From an optimization exercise on the open Yosys and OpenROAD flow, aimed at small area; shortcuts taken in it are not production practice. In this exercise RTL edits were held to simulation tests only and were not proved equivalent to the original. Power and IR drop assume default switching activity.

==> flow/design.v (outline; a module is shown in full before it is edited, if it fits) <==
// module eth_arb_mux: 139 lines
// module lfsr: 54 lines
// module arb_cache: 126 lines
// module arp_eth_rx: 158 lines
// module arp_eth_tx: 146 lines
// module ARP: 242 lines
// module ip_eth_rx: 331 lines
// module ip_eth_tx: 247 lines
// module IP: 224 lines
// module ip_full_stack: 254 lines
module ip_full_stack#(
    parameter CACHE_ADDRW = 5,
    parameter REQ_RET_CNT = 4,
    parameter REQ_RET_INT = 5,
    parameter REQ_TIMEOUT = 5
)(
    input  logic clk,
    input  logic reset,
    input  logic [47 : 0]  local_mac,
    input  logic [31 : 0]  local_ip,
    input  logic [31 : 0]  gateway_ip,
    input  logic [31 : 0]  subnet_mask,
    input  logic           clear_cache,
    input  logic           s_eth_hdr_valid,
    input  logic [47 : 0]  s_eth_dest_mac,
    input  logic [47 : 0]  s_eth_src_mac,
    input  logic [15 : 0]  s_eth_type,    
    input  logic [7  : 0]  s_eth_axi_payload_tdata,
    input  logic           s_eth_axi_payload_tvalid,
    input  logic           s_eth_axi_payload_tlast,    
    input  logic           s_eth_axi_payload_tuser,    
    output logic           s_eth_hdr_ready,
    output logic           s_eth_axi_payload_tready,
    input  logic           m_eth_hdr_ready,
    input  logic           m_eth_axi_payload_tready,
    output logic           m_eth_hdr_valid,
    output logic [47 : 0]  m_eth_dest_mac,
    output logic [47 : 0]  m_eth_src_mac,
    output logic [15 : 0]  m_eth_type,    
    output logic [7  : 0]  m_eth_axi_payload_tdata,
    output logic           m_eth_axi_payload_tvalid,
    output logic           m_eth_axi_payload_tlast,    
    output logic           m_eth_axi_payload_tuser,    
    input  logic           s_ip_hdr_valid,
    input  logic [5  : 0]  s_ip_dscp,
    input  logic [1  : 0]  s_ip_ecn,
    input  logic [15 : 0]  s_ip_len,       
    input  logic [7  : 0]  s_ip_ttl,
    input  logic [7  : 0]  s_ip_protocol,
    input  logic [31 : 0]  s_ip_src_ip,
    input  logic [31 : 0]  s_ip_dest_ip,
    input  logic [7  : 0]  s_ip_axi_payload_tdata,
    input  logic           s_ip_axi_payload_tvalid,
    input  logic           s_ip_axi_payload_tlast,
    input  logic           s_ip_axi_payload_tuser,
    output logic           s_ip_hdr_ready,
    output logic           s_ip_axi_payload_tready,
    input  logic           m_ip_hdr_ready,
    input  logic           m_ip_axi_payload_tready,
    output logic [47 : 0]  m_ip_eth_dest_mac,
    output logic [47 : 0]  m_ip_eth_src_mac,
    output logic [15 : 0]  m_ip_eth_type, 
    output logic           m_ip_hdr_valid,
    output logic [3  : 0]  m_ip_version,
    output logic [3  : 0]  m_ip_ihl,
    output logic [5  : 0]  m_ip_dscp,
    output logic [1  : 0]  m_ip_ecn,
    output logic [15 : 0]  m_ip_len,       
    output logic [15 : 0]  m_ip_iden,
    output logic [2  : 0]  m_ip_flags,
    output logic [12 : 0]  m_ip_frag_off,
    output logic [7  : 0]  m_ip_ttl,
    output logic [7  : 0]  m_ip_protocol,
    output logic [15 : 0]  m_ip_checksum,
    output logic [31 : 0]  m_ip_src_ip,
    output logic [31 : 0]  m_ip_dest_ip,
    output logic [7  : 0]  m_ip_axi_payload_tdata,
    output logic           m_ip_axi_payload_tvalid,
    output logic           m_ip_axi_payload_tlast,
    output logic           m_ip_axi_payload_tuser,
  // ...
==> flow/flow/run.sh <==
#!/bin/bash
# Layout flow: the standard flow (standard.sh, unchanged synthesis, floorplan,
# power grid and routing) with two placement/CTS choices changed:
#  - the port buffers that global placement inserts on every input and output
#    are sky130_fd_sc_hd__buf_1 instead of the resizer's default choice;
#  - clock tree synthesis clusters up to 30 sinks within 60 um per leaf buffer and
#    inserts no dummy loads.
# make's full output goes to flow_make.log here; ORFS's per-step logs are under
# orfs/logs/.
set -euo pipefail
export BUFFER_PORTS_ARGS="-buffer_cell sky130_fd_sc_hd__buf_1"
export CTS_ARGS="-sink_clustering_enable -repair_clock_nets -dont_use_dummy_load -sink_clustering_size 30 -sink_clustering_max_diameter 60"
bash standard.sh finish > flow_make.log 2>&1
==> flow/standard.sh <==
#!/bin/bash
# synth_recipe.tcl (not shown) runs the flow's synth.tcl, then flattens the netlist and writes it again
# the make line also repeats each setting of config.mk as NAME=value (left out here)
make -C /OpenROAD-flow-scripts/flow DESIGN_CONFIG=/design/flow/config.mk WORK_HOME=/design/flow/orfs CLKGATE_MAP_FILE= SYNTH_SCRIPT=/design/flow/synth_recipe.tcl "${@:-finish}"
==> flow/config.mk <==
export PLATFORM = sky130hd
export DESIGN_NAME = ip_full_stack
export DESIGN_NICKNAME = ip_full_stack
export VERILOG_FILES = /design/flow/design.v
export SDC_FILE = /design/flow/constraint.sdc
export NUM_CORES = 4
export LEC_CHECK = 0
export CAP_MARGIN = 20
export CORE_MARGIN = 2
export CORE_UTILIZATION = 40
export SLEW_MARGIN = 20
==> flow/constraint.sdc <==
create_clock -name core_clock -period 10.0 [get_ports {clk}]
set_input_delay 2.0000 -clock core_clock [delete_from_list [all_inputs] [get_ports {clk}]]
set_output_delay 2.0000 -clock core_clock [all_outputs]
set_load 0.01 [all_outputs]
==> impl_metrics.toml, run 1 <==
[worst_setup_path]
crit_start = "s_ip_dest_ip[0]"
reg2reg_setup_slack_ns = 3.49
critPathKind = "in -> reg"
critPathLaunchType = "input port"
cp.required_ns = 10.64

[cells_and_area]
multi_input_cells = 3961
final_cells = 13100
inverters = 86
largest_class = "sequential cells"
final_common_cell = "edfxtp_1"
fin_nets = 9208
utilization_pct = 44.4
top_register = "arp_inst.cache.mem"

[global_route]
globalRouteMet3Util_pct = 7.74

[power_and_ir_drop]
pwr-share-clk_pct = 26.7
ir_drop_mv = 0.148
power_mw = 28.5
power.density_mw_per_mm2 = 196

[routing]
dr_wl_met3_um = 67000
drt-met1-wl_um = 191000
dr.max_layer_used = "met5"
drtAntennaViolNets = 0

[place]
placed_cells = 12900

[outcome]
status = "no timing/DRC/antenna violations"

[floorplan]
die_w_um = 577
die-area_mm2 = 0.333
start_util_pct = 40.1

[timing]
finalHoldWorstSlack_ns = 0.394
fmax_ghz = 0.123

[yosys]
yosys-top-cells-count = "edfxtp_1, a22oi_1, nand2_1, nand3_1, a221oi_1"
synth_edf_count = 3206
synth_top_cell_by_area = "edfxtp_1"
synth-compound-area-share_pct = 11.2
synthArstFlopShare_pct = 0

[hold_path]
hp-start = "arp_inst.Out_eth_dest_mac_r[41]"
holdCritPathClass = "reg -> reg"

[run]
cap_violations = 0

[cts]
ctsResizeCount = 0
==> module arp_eth_tx, before the edit <==
module arp_eth_tx (
    input  logic           clk,
    input  logic           reset,
    input  logic [47 : 0]  local_mac,
    input  logic [31 : 0]  local_ip,
    input  logic           s_frame_valid,
    input  logic [47 : 0]  s_eth_dest_mac,
    input  logic           s_oper0,
    input  logic           s_oper3,
    input  logic [47 : 0]  s_arp_tha,
    input  logic [31 : 0]  s_arp_tpa,
    output logic           s_frame_ready,
    input  logic           m_eth_hdr_ready,
    input  logic           m_eth_axi_payload_tready,
    output logic           m_eth_hdr_valid,
    output logic [47 : 0]  m_eth_dest_mac,
    output logic [7  : 0]  m_eth_axi_payload_tdata,
    output logic           m_eth_axi_payload_tvalid,
    output logic           m_eth_axi_payload_tlast
);
    logic          send_r, send_n;
    logic [4 : 0]  ptr_r, ptr_n;
    logic          s_frame_ready_r;
    logic          m_eth_hdr_valid_r, m_eth_hdr_valid_n;
    logic          str_frame;
    logic [47 : 0] dest_r;
    logic          oper0_r, oper3_r;
    logic [47 : 0] tha_r;
    logic [31 : 0] tpa_r;
    logic          tready_i;
    logic [7 : 0]  tdata_i;
    logic          tvalid_i, tlast_i;
    assign s_frame_ready   = s_frame_ready_r;
    assign m_eth_hdr_valid = m_eth_hdr_valid_r;
    assign m_eth_dest_mac  = dest_r;
    always_comb begin
        send_n    = send_r;
        ptr_n     = ptr_r;
        str_frame = 1'b0;
        m_eth_hdr_valid_n = m_eth_hdr_valid_r && !m_eth_hdr_ready;
        tdata_i  = 8'h00;
        tvalid_i = 1'b0;
        tlast_i  = 1'b0;
        if (s_frame_ready_r && s_frame_valid) begin
            str_frame         = 1'b1;
            ptr_n             = 5'd0;
            m_eth_hdr_valid_n = 1'b1;
            send_n            = 1'b1;
        end
        if (tready_i && send_r) begin
            ptr_n    = ptr_r + 5'd1;
            tvalid_i = 1'b1;
            case (ptr_r)
                5'd0:  tdata_i = 8'h00;
                5'd1:  tdata_i = 8'h01;
                5'd2:  tdata_i = 8'h08;
                5'd3:  tdata_i = 8'h00;
                5'd4:  tdata_i = 8'h06;
                5'd5:  tdata_i = 8'h04;
                5'd6:  tdata_i = 8'h00;
                5'd7:  tdata_i = {4'h0, oper3_r, 1'b0, !oper0_r, oper0_r};
                5'd8:  tdata_i = local_mac[47:40];
                5'd9:  tdata_i = local_mac[39:32];
                5'd10: tdata_i = local_mac[31:24];
                5'd11: tdata_i = local_mac[23:16];
                5'd12: tdata_i = local_mac[15:8];
                5'd13: tdata_i = local_mac[7:0];
                5'd14: tdata_i = local_ip[31:24];
                5'd15: tdata_i = local_ip[23:16];
                5'd16: tdata_i = local_ip[15:8];
                5'd17: tdata_i = local_ip[7:0];
                5'd18: tdata_i = tha_r[47:40];
                5'd19: tdata_i = tha_r[39:32];
                5'd20: tdata_i = tha_r[31:24];
                5'd21: tdata_i = tha_r[23:16];
                5'd22: tdata_i = tha_r[15:8];
                5'd23: tdata_i = tha_r[7:0];
                5'd24: tdata_i = tpa_r[31:24];
                5'd25: tdata_i = tpa_r[23:16];
                5'd26: tdata_i = tpa_r[15:8];
                5'd27: begin
                    tdata_i = tpa_r[7:0];
                    tlast_i = 1'b1;
                    send_n  = 1'b0;
                end
                default: tdata_i = 8'h00;
            endcase
        end
    end
    always @(posedge clk) begin
        send_r            <= send_n;
        ptr_r             <= ptr_n;
        s_frame_ready_r   <= !m_eth_hdr_valid_n && !send_n;
        m_eth_hdr_valid_r <= m_eth_hdr_valid_n;
        if (str_frame) begin
            dest_r  <= s_eth_dest_mac;
            oper0_r <= s_oper0;
            oper3_r <= s_oper3;
            tha_r   <= s_arp_tha;
            tpa_r   <= s_arp_tpa;
        end
        if (reset) begin
            send_r            <= 1'b0;
            ptr_r             <= 5'd0;
            s_frame_ready_r   <= 1'b0;
            m_eth_hdr_valid_r <= 1'b0;
        end
    end
    logic [7 : 0] out_tdata_r, tmp_tdata;
    logic         out_tvalid_r, tmp_tvalid_r;
    logic         out_tlast_r, tmp_tlast;
    assign m_eth_axi_payload_tdata  = out_tdata_r;
    assign m_eth_axi_payload_tvalid = out_tvalid_r;
    assign m_eth_axi_payload_tlast  = out_tlast_r;
    logic to_out, to_tmp, tmp_to_out;
    assign to_out     = tready_i && (m_eth_axi_payload_tready || !out_tvalid_r);
    assign to_tmp     = tready_i && !(m_eth_axi_payload_tready || !out_tvalid_r);
    assign tmp_to_out = !tready_i && m_eth_axi_payload_tready;
    always @(posedge clk) begin
        tready_i <= m_eth_axi_payload_tready || (!tmp_tvalid_r && !out_tvalid_r);
        if (to_out)
            out_tvalid_r <= tvalid_i;
        else if (tmp_to_out)
            out_tvalid_r <= tmp_tvalid_r;
        if (to_tmp)
            tmp_tvalid_r <= tvalid_i;
        else if (tmp_to_out)
            tmp_tvalid_r <= 1'b0;
        if (to_out) begin
            out_tdata_r <= tdata_i;
            out_tlast_r <= tlast_i;
        end else if (tmp_to_out) begin
            out_tdata_r <= tmp_tdata;
            out_tlast_r <= tmp_tlast;
        end
        if (to_tmp) begin
            tmp_tdata <= tdata_i;
            tmp_tlast <= tlast_i;
        end
        if (reset) begin
            out_tvalid_r <= 1'b0;
            tready_i     <= 1'b0;
            tmp_tvalid_r <= 1'b0;
        end
    end
endmodule
==> run 2: changes to the inputs <==
--- a/flow/design.v
+++ b/flow/design.v
@@ -517,2 +517,17 @@
     assign m_eth_dest_mac  = dest_r;
+    logic [27 : 0] at;
+    logic [7 : 0]  hdr_byte;
+    always_comb begin
+        for (int i = 0; i < 28; i++)
+            at[i] = ptr_r == i[4:0];
+        hdr_byte = ({8{at[1]}} & 8'h01) | ({8{at[2]}} & 8'h08) |
+                   ({8{at[4]}} & 8'h06) | ({8{at[5]}} & 8'h04) |
+                   ({8{at[7]}} & {4'h0, oper3_r, 1'b0, !oper0_r, oper0_r});
+        for (int i = 0; i < 6; i++)
+            hdr_byte = hdr_byte | ({8{at[8 + i]}}  & local_mac[47 - 8*i -: 8])
+                                | ({8{at[18 + i]}} & tha_r[47 - 8*i -: 8]);
+        for (int i = 0; i < 4; i++)
+            hdr_byte = hdr_byte | ({8{at[14 + i]}} & local_ip[31 - 8*i -: 8])
+                                | ({8{at[24 + i]}} & tpa_r[31 - 8*i -: 8]);
+    end
     always_comb begin
@@ -534,37 +549,7 @@
             tvalid_i = 1'b1;
-            case (ptr_r)
-                5'd0:  tdata_i = 8'h00;
-                5'd1:  tdata_i = 8'h01;
-                5'd2:  tdata_i = 8'h08;
-                5'd3:  tdata_i = 8'h00;
-                5'd4:  tdata_i = 8'h06;
-                5'd5:  tdata_i = 8'h04;
-                5'd6:  tdata_i = 8'h00;
-                5'd7:  tdata_i = {4'h0, oper3_r, 1'b0, !oper0_r, oper0_r};
-                5'd8:  tdata_i = local_mac[47:40];
-                5'd9:  tdata_i = local_mac[39:32];
-                5'd10: tdata_i = local_mac[31:24];
-                5'd11: tdata_i = local_mac[23:16];
-                5'd12: tdata_i = local_mac[15:8];
-                5'd13: tdata_i = local_mac[7:0];
-                5'd14: tdata_i = local_ip[31:24];
-                5'd15: tdata_i = local_ip[23:16];
-                5'd16: tdata_i = local_ip[15:8];
-                5'd17: tdata_i = local_ip[7:0];
-                5'd18: tdata_i = tha_r[47:40];
-                5'd19: tdata_i = tha_r[39:32];
-                5'd20: tdata_i = tha_r[31:24];
-                5'd21: tdata_i = tha_r[23:16];
-                5'd22: tdata_i = tha_r[15:8];
-                5'd23: tdata_i = tha_r[7:0];
-                5'd24: tdata_i = tpa_r[31:24];
-                5'd25: tdata_i = tpa_r[23:16];
-                5'd26: tdata_i = tpa_r[15:8];
-                5'd27: begin
-                    tdata_i = tpa_r[7:0];
-                    tlast_i = 1'b1;
-                    send_n  = 1'b0;
-                end
-                default: tdata_i = 8'h00;
-            endcase
+            tdata_i = hdr_byte;
+            if (ptr_r == 5'd27) begin
+                tlast_i = 1'b1;
+                send_n  = 1'b0;
+            end
         end
==> run 2 against run 1 <==
Net effect:
- combinational power about the same
- synthesized cell count is 0.25% higher
- sequential share of layout area about the same
- critical endpoint unchanged
==> impl_metrics.toml, run 2 <==
[yosys]
synth_top_area_share_pct = 73.5
synth.area.mux_share_pct = 1.29
synth_top_cell_by_area = "edfxtp_1"
yosys-top-cells-area = "edfxtp_1, a22oi_1, dfxtp_1"
ys_warn_count = 10
syn_avg_cell_area_um2 = 16.4
synth-seq-cells = 3424
synth_cell_types = 81
synth_edf_count = 3206
yosys-top-cells-count = "edfxtp_1, a22oi_1, nand2_1, a221oi_1, a22o_1"
synth_top_family_by_area = "compound AO/OA/AOI/OAI gates"
synth_xor_xnor_area_share_pct = 1.51
yosysSeqAreaShare_pct = 76.9
synthArstFlopShare_pct = 0
synth-compound-area-share_pct = 11.3
synth_cells = 8008
yosysMostFrequentCell = "edfxtp_1"
synth-adder-area-share_pct = 0.720
synth-simple-area-share_pct = 6.09
synth_flop_cell = "edfxtp_1"
syn-cell-area_mm2 = 0.131

[worst_setup_path]
critPathKind = "in -> reg"
reg2reg_to = "ip_inst.ip_eth_rx_inst.cnt_r[10]"
cp-end-kind = "flop"
critPathLaunchType = "input port"
cp.required_ns = 10.65
path_cells = "buf_1, xor2_1, a22oi_1, nand4_1, nor4_4, buf_4, mux2_4, nand3_1, buf_4, a221oi_4, buf_4, a22oi_1, nand4_1, nor3_1, a21oi_1, o211ai_1, nor4_1, nand4_1"
r2r_start = "ip_inst.ip_eth_rx_inst.hdr_ptr_r[0]"
cpMaxStageDelayCell = "a221oi_4"
reg2reg_setup_slack_ns = 4.50
slowest_delay_ns = 0.97
crit_arrival_ns = 8.68
crit_fanout = 51
rr_worst_depth = 20

[floorplan]
row_count = 210
coreArea_mm2 = 0.327
boundaryPins = 811
die-area_mm2 = 0.332
die_w_um = 576
die_y_um = 576
start_util_pct = 40.1

[routing]
vias_per_cell = 6.45
wl_um = 519000
first_pass_iters = 11
routedWlPerCell_um = 39.5
vias = 84800
drtAntennaViolNets = 0
drtIter0Drc = 15300
drc = 0

[hold_path]
hp-start = "arp_inst.Out_arp_tha_r[36]"
hold_end = "arp_inst.arp_tx.tha_r[36]"
holdCritPathClass = "reg -> reg"
hold_depth = 0

[power_and_ir_drop]
power.density_mw_per_mm2 = 196
power_mw = 28.5
ir_drop_mv = 0.142
power_leakage_nw = 45.8

[global_route]
grt_overflow = 0
grt_first_pass_wirelength_um = 692000
grt_pass1_vias = 78800
gr-usage-all-layers_pct = 30.3
antenna_found_initial = 82
grt_max_degree = 79

[cts]
postCtsHoldBufs = 0
cts_tree = "yes"
ctsResizeCount = 0
cts_inserted_buffers = 187
path_clk_slew_ns = 0.11
insertion_delay_ns = 0.95
clockBufferDepth = 4
cts_max_level = 4
post-cts-setup-buffer-count = 0
cts_root_buf = "clkbuf_16"
clock_sinks = 3424

[timing]
fin_skew_ns = 0.165
period_needed_ns = 8.03
setup_tns_ns = 0
final-hold-violation-count = 0
maxSlewViolCount = 0
post-route-period-util_pct = 80.3
relSlewSlack_pct = 15.0
setup_viol = 0
fin_ws_ns = 1.97
fmax_ghz = 0.125
rsz0062_at_grt = "false"
max_slew.worst_pin.slew_ns = 1.25

[cells_and_area]
fin_nets = 9219
final_common_cell = "edfxtp_1"
layout-drive-gt1-share_pct = 9.07
fin_area_mm2 = 0.145
largest_register_ffs = 2432
final_cell_mix = "edfxtp_1, a22oi_1, buf_1, nand2_1, a221oi_1"
area_growth_pct = 11.0
top_register = "arp_inst.cache.mem"
fillCellCount = 28300

[place]
dp_slack_ns = 1.27
hpwl_um = 311000
gp_congestion = 0.992
portBuffers = 764
place_area_mm2 = 0.140

[outcome]
status = "no timing/DRC/antenna violations"

[run]
cap_violations = 0
-- run 2: changes by cell type in the layout (fill, tap and decap cells not counted), sizes merged, moves of 23 or more --
| cell | previous run | this run |
|---|---|---|
| nor3 | 116 | 76 |
| nand4 | 114 | 166 |
| a222oi | 186 | 32 |
| a22oi | 599 | 845 |
| nand2 | 441 | 483 |
| nand3 | 338 | 232 |
| a221oi | 291 | 314 |
| and3 | 66 | 93 |
-- run 2: final cells by class --
| cell class | count | area [µm²] | share of cell area (%) |
|---|---|---|---|
| diodes | 54 | 135 | 0.0930 |
| clock buffers | 187 | 4680 | 3.22 |
| inverters | 80 | 305 | 0.210 |
| multi-input cells | 3992 | 28200 | 19.4 |
| flip-flops and latches | 3424 | 101000 | 69.3 |
| well taps | 4346 | 5440 | 3.74 |
| repair buffers | 1070 | 5850 | 4.03 |
-- run 2: metrics by stage --
stage          hold WS, ns  cells  util (%)
5_1_grt              0.395  13100      44.5
6_report             0.401  13200      44.5
2_1_floorplan        0.386   8052         -
3_3_place_gp         0.405  12900      42.9
4_1_cts              0.400  13100      44.4
3_5_place_dp         0.401  12900      43.0
-- run 2: worst max-delay path by stage --
| stage | startpoint | to | slack [ns] | cells past startpoint |
|---|---|---|---|---|
| finish | gateway_ip[9] | arp_inst.cache.query_rsp_err_r | 1.97 | 18 |
| global route | s_ip_dest_ip[1] | arp_inst.cache.query_rsp_err_r | 1.93 | 18 |
| CTS | s_ip_dest_ip[1] | arp_inst.cache.query_rsp_err_r | 2.24 | 18 |
| detailed placement | s_ip_dest_ip[1] | arp_inst.cache.query_rsp_err_r | 1.27 | 18 |
| global placement | s_ip_dest_ip[1] | arp_inst.cache.query_rsp_err_r | 1.34 | 17 |
| floorplan | s_eth_type[13] | ip_inst.ip_eth_rx_inst.busy_r | 1.28 | 7 |
-- run 2: cell families after synthesis --
kind of cell | count (synthesis)
flip-flops | 3424
AO/OA/AOI/OAI | 1924
AND/OR/NAND/NOR | 1573
buffers and inverters | 636
XOR/XNOR | 224
multiplexers | 152
adder cells (fa/ha/maj) | 73
other | 2
-- run 2: power breakdown --
part | total [mW] | leakage, nW | switching [mW] | internal (mW)
registers | 15.8 | 30.8 | 0.107 | 15.7
logic | 4.95 | 12.6 | 3.51 | 1.44
clock network | 7.74 | 2.30 | 4.41 | 3.32
-- run 2: critical path: cells and delay by family --
family	cells	cell delay, ns
multiplexers	1	0.34
AO/OA/AOI/OAI	5	1.95
XOR/XNOR	1	0.15
buffers and inverters	4	2.15
AND/OR/NAND/NOR	7	2.00
-- run 2: layer usage --
metal  wire (µm)  GRT usage (%)  vias to the layer above
met5         142              0                        -
met4       23800           11.6                       22
met3       65800           7.21                     1044
met2      235000           47.3                     6371
met1      194000           41.1                    43900
li1            -              -                    33400
==> run 3: changes to the inputs <==
--- a/flow/config.mk
+++ b/flow/config.mk
@@ -7,5 +7,5 @@
 export LEC_CHECK = 0
-export CAP_MARGIN = 20
+export CAP_MARGIN = 12
 export CORE_MARGIN = 2
 export CORE_UTILIZATION = 40
-export SLEW_MARGIN = 20
+export SLEW_MARGIN = 12
==> run 3 against run 2 <==
Net effect:
- global-route usage shrank 0.057 points
- non-clock buffer count is 12 lower
- first-iteration DRC count decreased by 1.5%
- sequential power hardly changed
- via count is 0.62% higher
- hold slack improved by 0.0038 ns
- clock skew shrank 0.011 ns
- combinational power barely moved
- synthesized cell count did not move
- critical path depth is the same
- sequential share of layout area increased by 0.073 points
==> impl_metrics.toml, run 3 <==
[floorplan]
boundaryPins = 811
row_count = 210
start_util_pct = 40.1
die_w_um = 576
coreArea_mm2 = 0.327
die-area_mm2 = 0.332
die_y_um = 576

[yosys]
synthArstFlopShare_pct = 0
yosys-top-cells-count = "edfxtp_1, a22oi_1, nand2_1, a221oi_1, a22o_1"
synth_top_cell_by_area = "edfxtp_1"
yosysSeqAreaShare_pct = 76.9
synth_edf_count = 3206
synth_cells = 8008
synth_top_area_share_pct = 73.5
syn-cell-area_mm2 = 0.131
synth-seq-cells = 3424
synth_cell_types = 81
yosysMostFrequentCell = "edfxtp_1"
synth_flop_cell = "edfxtp_1"
syn_avg_cell_area_um2 = 16.4
ys_warn_count = 10
yosys-top-cells-area = "edfxtp_1, a22oi_1, dfxtp_1"

[cts]
clockBufferDepth = 4
post-cts-setup-buffer-count = 0
insertion_delay_ns = 0.97
ctsResizeCount = 0
cts_tree = "yes"
cts_root_buf = "clkbuf_16"
clock_sinks = 3424
cts_inserted_buffers = 186
postCtsHoldBufs = 0
path_clk_slew_ns = 0.11
cts_max_level = 4

[global_route]
gr-usage-all-layers_pct = 30.2
grt_pass1_vias = 78700
antenna_found_initial = 85
grt_first_pass_wirelength_um = 690000
grt_overflow = 0
grt_max_degree = 79

[routing]
wl_um = 519000
drc = 0
drtAntennaViolNets = 0
first_pass_iters = 9
routedWlPerCell_um = 39.5
vias = 85300
drtIter0Drc = 15000
vias_per_cell = 6.50

[timing]
post-route-period-util_pct = 80.2
period_needed_ns = 8.02
fin_skew_ns = 0.154
setup_viol = 0
relSlewSlack_pct = 5.35
max_slew.worst_pin.slew_ns = 1.42
fin_ws_ns = 1.98
maxSlewViolCount = 0
fmax_ghz = 0.125
final-hold-violation-count = 0
rsz0062_at_grt = "false"
setup_tns_ns = 0

[cells_and_area]
largest_register_ffs = 2432
fin_nets = 9206
fin_area_mm2 = 0.145
area_growth_pct = 10.8
final_common_cell = "edfxtp_1"
final_cell_mix = "edfxtp_1, a22oi_1, buf_1, nand2_1, a221oi_1"
layout-drive-gt1-share_pct = 8.92
utilization_pct = 44.4
top_register = "arp_inst.cache.mem"

[worst_setup_path]
crit_arrival_ns = 8.68
critPathLaunchType = "input port"
cp.required_ns = 10.66
crit_fanout = 51
critPathKind = "in -> reg"
cp-end-kind = "flop"

[place]
portBuffers = 764
hpwl_um = 310000
place_area_mm2 = 0.140
gp_congestion = 0.992
dp_slack_ns = 1.25

[power_and_ir_drop]
power_mw = 28.5
power.density_mw_per_mm2 = 196
power_leakage_nw = 45.7
ir_drop_mv = 0.156

[outcome]
status = "no timing/DRC/antenna violations"

[hold_path]
holdCritPathClass = "reg -> reg"

[run]
cap_violations = 0
[run 3: kinds of logic (layout without fill, tap and decap cells)]
kind of cell	after synthesis	in the layout	synth area share, %
AOI/OAI and AO/OA	1924	1924	11.3
xor gates and xnor gates	224	224	1.51
adders and majority gates	73	73	0.720
buffers and inverters	636	1324	2.25
DFF	3424	3424	76.9
muxes	152	152	1.29
other	2	99	0.00574
and+or+nand+nor	1573	1573	6.09
[run 3: worst paths after layout]
check | depth (start not counted) | end | slack [ns] | startpoint
max | 18 | arp_inst.cache.query_rsp_err_r | 1.98 | gateway_ip[9]
max reg2reg | 19 | ip_inst.ip_eth_rx_inst.cnt_r[10] | 3.97 | ip_inst.ip_eth_rx_inst.hdr_ptr_r[0]
min | 0 | arp_inst.arp_tx.dest_r[18] | 0.40 | arp_inst.Out_eth_dest_mac_r[18]
min reg2reg | 0 | arp_inst.arp_tx.dest_r[18] | 0.40 | arp_inst.Out_eth_dest_mac_r[18]
[run 3: final cells by class]
cell class	count	area, µm²
Sequential cell	3424	101000
Timing Repair Buffer	1058	5730
Inverter	80	305
Tap cell	4346	5440
Clock buffer	186	4650
Fill cell	28400	181000
Antenna cell	53	133
Multi-Input combinational cell	3992	28200
[run 3: stage by stage]
stage                     hold WS (ns)  std cells
after floorplan                  0.386       8052
after global placement           0.405      12900
after detailed placement         0.412      12900
after CTS                        0.406      13100
after global routing             0.409      13100
final                            0.405      13100
[run 3: worst max-delay path, stage by stage]
cell      delay (ns)
buf_1           0.49
xor2_1          0.14
a22oi_1         0.28
nand4_1         0.24
nor4_4          0.42
buf_4           0.78
mux2i_1         0.52
nand3_2         0.53
a221oi_4        1.04
buf_12          0.29
buf_4           0.34
a22oi_1         0.11
nand4_1         0.15
nor3_1          0.07
a21oi_1         0.17
o22ai_1         0.14
nor4_1          0.69
nand4_1         0.20
[run 3: metal layers]
metal	track usage, %	part of all wire (%)	vias to the layer above	wire length [µm]
li1	-	-	33400	-
met1	41.1	38	44400	195000
met2	47.2	45	6460	235000
met3	7.25	13	1020	65000
met4	11.3	4.4	36	22900
met5	0	0.047	-	242
[run 3: where the power goes]
group | total (mW) | switching (mW) | internal (mW)
registers | 15.8 | 0.108 | 15.7
clock network | 7.72 | 4.41 | 3.31
logic | 4.93 | 3.50 | 1.44
total | 28.5 | 8.02 | 20.5
==> run 4: changes to the inputs <==
--- a/flow/flow/run.sh
+++ b/flow/flow/run.sh
@@ -6,3 +6,3 @@
 #  - clock tree synthesis clusters up to 30 sinks within 60 um per leaf buffer and
-#    inserts no dummy loads.
+#    inserts no dummy loads; buffers above the leaf level are clkbuf_4.
 # make's full output goes to flow_make.log here; ORFS's per-step logs are under
@@ -11,3 +11,3 @@
 export BUFFER_PORTS_ARGS="-buffer_cell sky130_fd_sc_hd__buf_1"
-export CTS_ARGS="-sink_clustering_enable -repair_clock_nets -dont_use_dummy_load -sink_clustering_size 30 -sink_clustering_max_diameter 60"
+export CTS_ARGS="-sink_clustering_enable -repair_clock_nets -dont_use_dummy_load -sink_clustering_size 30 -sink_clustering_max_diameter 60 -tree_buf sky130_fd_sc_hd__clkbuf_4"
 bash standard.sh finish > flow_make.log 2>&1
==> run 4 against run 3 <==
Net effect:
- critical path depth unchanged
- flip-flop and latch count unchanged
- via count decreased by 0.41%
- register-to-register slack about the same
- area after synthesis unchanged
- routed wire length about the same
- first-iteration DRC count decreased by 1.3%
- core utilization about the same
- global-route usage about the same
- synthesized cell count unchanged
- critical endpoint unchanged
==> impl_metrics.toml, run 4 <==
[routing]
routedWlPerCell_um = 39.5
first_pass_iters = 9
drc = 0
wl_um = 519000
vias_per_cell = 6.47
drtAntennaViolNets = 0
vias = 85000
drtIter0Drc = 14800

[worst_setup_path]
slowest_delay_ns = 1.06
reg2reg_setup_slack_ns = 3.96
crit_start = "gateway_ip[9]"
path_cells = "buf_1, xor2_1, a22oi_1, nand4_1, nor4_4, buf_4, mux2i_1, nand3_2, a221oi_4, buf_12, buf_4, a22oi_1, nand4_1, nor3_1, a21oi_1, o22ai_1, nor4_1, nand4_1"
critPathKind = "in -> reg"
cp-end-kind = "flop"
cpMaxStageDelayCell = "a221oi_4"
critPathLaunchType = "input port"
crit_arrival_ns = 8.67
crit_path_frequent_cell = "nand4_1"
crit_fanout = 51
cp.required_ns = 10.68
r2r_start = "ip_inst.ip_eth_rx_inst.hdr_ptr_r[0]"

[timing]
fin_ws_ns = 2.00
fin_skew_ns = 0.179
post-route-period-util_pct = 80.0
maxSlewViolCount = 0
setup_viol = 0
setup_tns_ns = 0
period_needed_ns = 8.00
fmax_ghz = 0.125
final-hold-violation-count = 0
rsz0062_at_grt = "false"
max_slew.worst_pin.slew_ns = 1.43
relSlewSlack_pct = 4.88

[cells_and_area]
final_common_cell = "edfxtp_1"
fin_area_mm2 = 0.145
final_cell_mix = "edfxtp_1, a22oi_1, buf_1, nand2_1, a221oi_1"
largest_register_ffs = 2432
final_cells = 13100
area_growth_pct = 10.7
fin_nets = 9205
layout-drive-gt1-share_pct = 8.91
top_register = "arp_inst.cache.mem"

[yosys]
ys_warn_count = 10
synth-seq-cells = 3424
synth_top_family_by_area = "compound AO/OA/AOI/OAI gates"
syn_avg_cell_area_um2 = 16.4
synth_cell_types = 81
synth-adder-area-share_pct = 0.720
synth-simple-area-share_pct = 6.09
syn-cell-area_mm2 = 0.131
synth_edf_count = 3206
yosys-top-cells-count = "edfxtp_1, a22oi_1, nand2_1, a221oi_1, a22o_1"
synth_flop_cell = "edfxtp_1"
synth_top_cell_by_area = "edfxtp_1"
synth.area.mux_share_pct = 1.29
synthArstFlopShare_pct = 0
yosysMostFrequentCell = "edfxtp_1"
synth_cells = 8008
synth-compound-area-share_pct = 11.3
yosys-top-cells-area = "edfxtp_1, a22oi_1, dfxtp_1"
synth_xor_xnor_area_share_pct = 1.51
yosysSeqAreaShare_pct = 76.9
synth_top_area_share_pct = 73.5

[floorplan]
die_y_um = 576
boundaryPins = 811
coreArea_mm2 = 0.327
start_util_pct = 40.1
row_count = 210
die_w_um = 576
die-area_mm2 = 0.332

[power_and_ir_drop]
power_mw = 28.4
ir_drop_mv = 0.155
power.density_mw_per_mm2 = 196
power_leakage_nw = 45.6

[global_route]
antenna_found_initial = 87
grt_first_pass_wirelength_um = 690000
grt_pass1_vias = 78800
grt_max_degree = 79
gr-usage-all-layers_pct = 30.2
grt_overflow = 0

[place]
place_area_mm2 = 0.140
hpwl_um = 310000
gp_congestion = 0.992
dp_slack_ns = 1.25
placed_cells = 12900
portBuffers = 764

[cts]
path_clk_slew_ns = 0.11
cts_root_buf = "clkbuf_16"
cts_inserted_buffers = 186
post-cts-setup-buffer-count = 0
insertion_delay_ns = 1.01
clock_sinks = 3424
ctsResizeCount = 0
postCtsHoldBufs = 0
cts_tree = "yes"
cts_max_level = 4
clockBufferDepth = 4

[hold_path]
hp-start = "arp_inst.Out_eth_dest_mac_r[18]"
holdCritPathClass = "reg -> reg"

[run]
cap_violations = 0

[outcome]
status = "no timing/DRC/antenna violations"
-- run 4: cell counts after synthesis --
Identical to the previous run, type by type.
-- run 4: cells by family after synthesis --
family                   after synthesis
AND/OR/NAND/NOR                     1573
other                                  2
flip-flops                          3424
multiplexers                         152
XOR/XNOR                             224
AO/OA/AOI/OAI                       1924
adder cells (fa/ha/maj)               73
buffers and inverters                636
-- run 4: per-stage QoR --
stage | util, % | hold slack, ns
detailed placement | 42.9 | 0.412
CTS | 44.3 | 0.406
finish | 44.4 | 0.406
global placement | 42.9 | 0.405
global route | 44.4 | 0.409
floorplan | - | 0.386
-- run 4: power breakdown --
group          total [mW]  switching, mW  internal [mW]
clock                7.60           4.39           3.20
sequential           15.8          0.109           15.7
combinational        4.94           3.50           1.44
-- run 4: critical path: cells and delay by family --
family	cells	cell delay (ns)
AND/OR/NAND/NOR	7	2.30
AO/OA/AOI/OAI	5	1.77
multiplexers	1	0.52
XOR/XNOR	1	0.15
buffers and inverters	4	1.86
-- run 4: final timing paths --
check	cells past startpoint	endpoint
worst min register to register	0	arp_inst.arp_tx.dest_r[18]
worst min-delay path	0	arp_inst.arp_tx.dest_r[18]
worst max register to register	19	ip_inst.ip_eth_rx_inst.cnt_r[10]
worst max-delay path	18	arp_inst.cache.query_rsp_err_r
-- run 4: final cells by class --
type	count	area (µm²)
timing repair buffer	1057	5700
fill	28500	182000
clock buffer	186	4510
inverter	80	305
tap	4346	5440
multi-input combinational	3992	28200
antenna	57	143
sequential	3424	101000
-- run 4: routing by layer --
layer	vias to the layer above	routed length, µm	part of all wire, %	track usage (%)
li1	33400	-	-	-
met1	44000	194000	37	40.9
met2	6521	234000	45	47.2
met3	1020	67200	13	7.52
met4	36	23700	4.6	11.5
met5	-	232	0.045	0
==> run 5: changes to the inputs <==
--- a/flow/config.mk
+++ b/flow/config.mk
@@ -7,5 +7,5 @@
 export LEC_CHECK = 0
-export CAP_MARGIN = 12
+export CAP_MARGIN = 10
 export CORE_MARGIN = 2
 export CORE_UTILIZATION = 40
-export SLEW_MARGIN = 12
+export SLEW_MARGIN = 10
==> run 5 against run 4 <==
Net effect:
- global-route usage unchanged
- core utilization about the same
- clock power about the same
- die area unchanged
- clock skew up 0.0028 ns
- non-clock buffer count down 2
- sequential share of layout area about the same
- combinational power about the same
- hold slack better by 0.0014 ns
- flip-flop and latch count unchanged
- critical path type unchanged
- critical endpoint unchanged
- largest cell class unchanged
- highest routed layer unchanged
==> impl_metrics.toml, run 5 <==
[yosys]
synth.area.mux_share_pct = 1.29
synth-compound-area-share_pct = 11.3
synth-seq-cells = 3424
synth_top_cell_by_area = "edfxtp_1"
yosys-top-cells-count = "edfxtp_1, a22oi_1, nand2_1, a221oi_1, a22o_1"
synth_edf_count = 3206
synth-adder-area-share_pct = 0.720
yosysMostFrequentCell = "edfxtp_1"
synthArstFlopShare_pct = 0
yosysSeqAreaShare_pct = 76.9
synth_cell_types = 81
synth_cells = 8008
synth_top_family_by_area = "compound AO/OA/AOI/OAI gates"
synth_xor_xnor_area_share_pct = 1.51
syn_avg_cell_area_um2 = 16.4
synth_top_area_share_pct = 73.5
yosys-top-cells-area = "edfxtp_1, a22oi_1, dfxtp_1"
synth-simple-area-share_pct = 6.09
ys_warn_count = 10
synth_flop_cell = "edfxtp_1"
syn-cell-area_mm2 = 0.131

[cts]
clock_sinks = 3424
cts_inserted_buffers = 186
cts_tree = "yes"
post-cts-setup-buffer-count = 0
insertion_delay_ns = 1.01
cts_max_level = 4
postCtsHoldBufs = 0
ctsResizeCount = 0
clockBufferDepth = 4
cts_root_buf = "clkbuf_16"
path_clk_slew_ns = 0.11

[timing]
relSlewSlack_pct = 7.85
setup_tns_ns = 0
fin_skew_ns = 0.182
fmax_ghz = 0.125
rsz0062_at_grt = "false"
max_slew.worst_pin.slew_ns = 1.38
period_needed_ns = 7.99
maxSlewViolCount = 0
setup_viol = 0
final-hold-violation-count = 0
post-route-period-util_pct = 79.9

[global_route]
antenna_found_initial = 87
grt_overflow = 0
grt_first_pass_wirelength_um = 690000
grt_max_degree = 79
grt_pass1_vias = 78800
gr-usage-all-layers_pct = 30.2

[floorplan]
die-area_mm2 = 0.332
die_y_um = 576
boundaryPins = 811
coreArea_mm2 = 0.327
row_count = 210
die_w_um = 576
start_util_pct = 40.1

[power_and_ir_drop]
power.density_mw_per_mm2 = 196
power_mw = 28.4
ir_drop_mv = 0.155
power_leakage_nw = 45.6

[run]
cap_violations = 0

[cells_and_area]
largest_register_ffs = 2432
fin_nets = 9203
layout-drive-gt1-share_pct = 8.89
final_cell_mix = "edfxtp_1, a22oi_1, buf_1, nand2_1, a221oi_1"
fillCellCount = 28500
top_register = "arp_inst.cache.mem"
final_common_cell = "edfxtp_1"
area_growth_pct = 10.7

[routing]
vias_per_cell = 6.47
first_pass_iters = 6
drc = 0
vias = 85100
wl_um = 518000
drtAntennaViolNets = 0
drtIter0Drc = 14900
routedWlPerCell_um = 39.4

[worst_setup_path]
cp-end-kind = "flop"
r2r_start = "ip_inst.ip_eth_rx_inst.hdr_ptr_r[0]"
critPathKind = "in -> reg"
crit_arrival_ns = 8.67
rr_worst_depth = 19
cp.required_ns = 10.68
reg2reg_to = "ip_inst.ip_eth_rx_inst.cnt_r[10]"
crit_start = "gateway_ip[9]"
crit_fanout = 51
reg2reg_setup_slack_ns = 4.03
critPathLaunchType = "input port"

[place]
gp_congestion = 0.992
hpwl_um = 310000
portBuffers = 764

[outcome]
status = "no timing/DRC/antenna violations"

[hold_path]
holdCritPathClass = "reg -> reg"
hold_end = "arp_inst.arp_tx.dest_r[18]"
hp-start = "arp_inst.Out_eth_dest_mac_r[18]"
hold_depth = 0
-- run 5: changes by cell type in the layout (fill, tap and decap cells not counted) --
| cell | previous run | this run |
|---|---|---|
| clkbuf_16 | 181 | 179 |
| buf_16 | 2 | 4 |
| buf_12 | 40 | 41 |
| buf_8 | 4 | 1 |
| diode_2 | 57 | 61 |
-- run 5: metrics by stage --
stage,utilization [%],worst slack [ns],hold slack (ns),instances,cell area (µm²)
floorplan,-,1.28,0.386,8052,131000
global placement,42.9,1.34,0.405,12900,140000
detailed placement,42.9,1.25,0.412,12900,140000
CTS,44.3,2.26,0.406,13100,145000
global route,44.4,2.01,0.409,13100,145000
finish,44.4,2.01,0.408,13100,145000
-- run 5: layer usage --
metal / vias to the layer above / track usage [%] / part of all wire, %
met4: 36 / 11.5 / 4.6
met3: 1058 / 7.52 / 13
met5: - / 0 / 0.046
met2: 6441 / 47.2 / 45
li1: 33400 / - / -
met1: 44100 / 40.9 / 37
-- run 5: how the worst max path moves through the flow --
stage | end | slack (ns) | cells past startpoint
6_report | arp_inst.cache.query_rsp_err_r | 2.01 | 18
5_1_grt | arp_inst.cache.query_rsp_err_r | 2.01 | 18
4_1_cts | arp_inst.cache.query_rsp_err_r | 2.26 | 18
3_5_place_dp | arp_inst.cache.query_rsp_err_r | 1.25 | 18
3_3_place_gp | arp_inst.cache.query_rsp_err_r | 1.34 | 17
2_1_floorplan | ip_inst.ip_eth_rx_inst.busy_r | 1.28 | 7
-- run 5: critical path: stages --
cell and delay [ns]:
buf_1 0.49, xor2_1 0.14, a22oi_1 0.28, nand4_1 0.23, nor4_4 0.42, buf_4 0.77
mux2i_1 0.51, nand3_2 0.53, a221oi_4 1.05, buf_12 0.29, buf_4 0.33, a22oi_1 0.11
nand4_1 0.15, nor3_1 0.07, a21oi_1 0.18, o22ai_1 0.15, nor4_1 0.70, nand4_1 0.20
-- run 5: layout make-up --
type	instances	area [µm²]	area share (%)
sequential	3424	101000	69.4
antenna	61	153	0.105
tap	4346	5440	3.75
multi-input combinational	3992	28200	19.5
timing repair buffer	1055	5680	3.92
clock buffer	186	4510	3.11
inverter	80	305	0.211
-- run 5: report_power, final --
part           switching (mW)  internal [mW]  total [mW]  leakage, nW
Combinational            3.50           1.44        4.94         12.5
Clock                    4.40           3.20        7.60         2.23
Sequential              0.109           15.7        15.8         30.8
-- run 5: cell families (layout without fill, tap and decap cells) --
logic type               after synthesis  after routing
other                                  2            107
AND/OR/NAND/NOR                     1573           1573
multiplexers                         152            152
adder cells (fa/ha/maj)               73             73
buffers and inverters                636           1321
flip-flops                          3424           3424
AO/OA/AOI/OAI                       1924           1924
XOR/XNOR                             224            224

==> port drivers added, routing unchanged <==
The results above use ideal ports. As a check the final layouts listed here were re-extracted and re-timed, cells and wires unchanged.
Step 1 assumes that a clkbuf_16 drives the clock port and a buf_2 every other input.
Step 2 moves the port delays by t, midway between the first and last clock arrival at a register: inputs arrive t later, outputs are due t later. That takes back most of the time a late clock gives input paths.
a / b / c = no drivers / after step 1 / after step 2; a / b = the first two.
run	shift t [ns]	setup WS [ns]	worst setup path at the end
run 1	0.997	1.862 / 1.941 / 0.944	input to register
run 2	0.984	1.968 / 2.042 / 1.058	input to register
run 3	0.975	1.979 / 2.025 / 1.050	input to register
run 4	1.031	2.005 / 2.082 / 1.051	input to register
run 5	1.029	2.011 / 2.087 / 1.058	input to register
After both steps setup and hold are still met in every run listed. For run 4, which loses most, drivers alone change the setup slack by +0.077 ns; drivers and shift together by -0.954 ns.
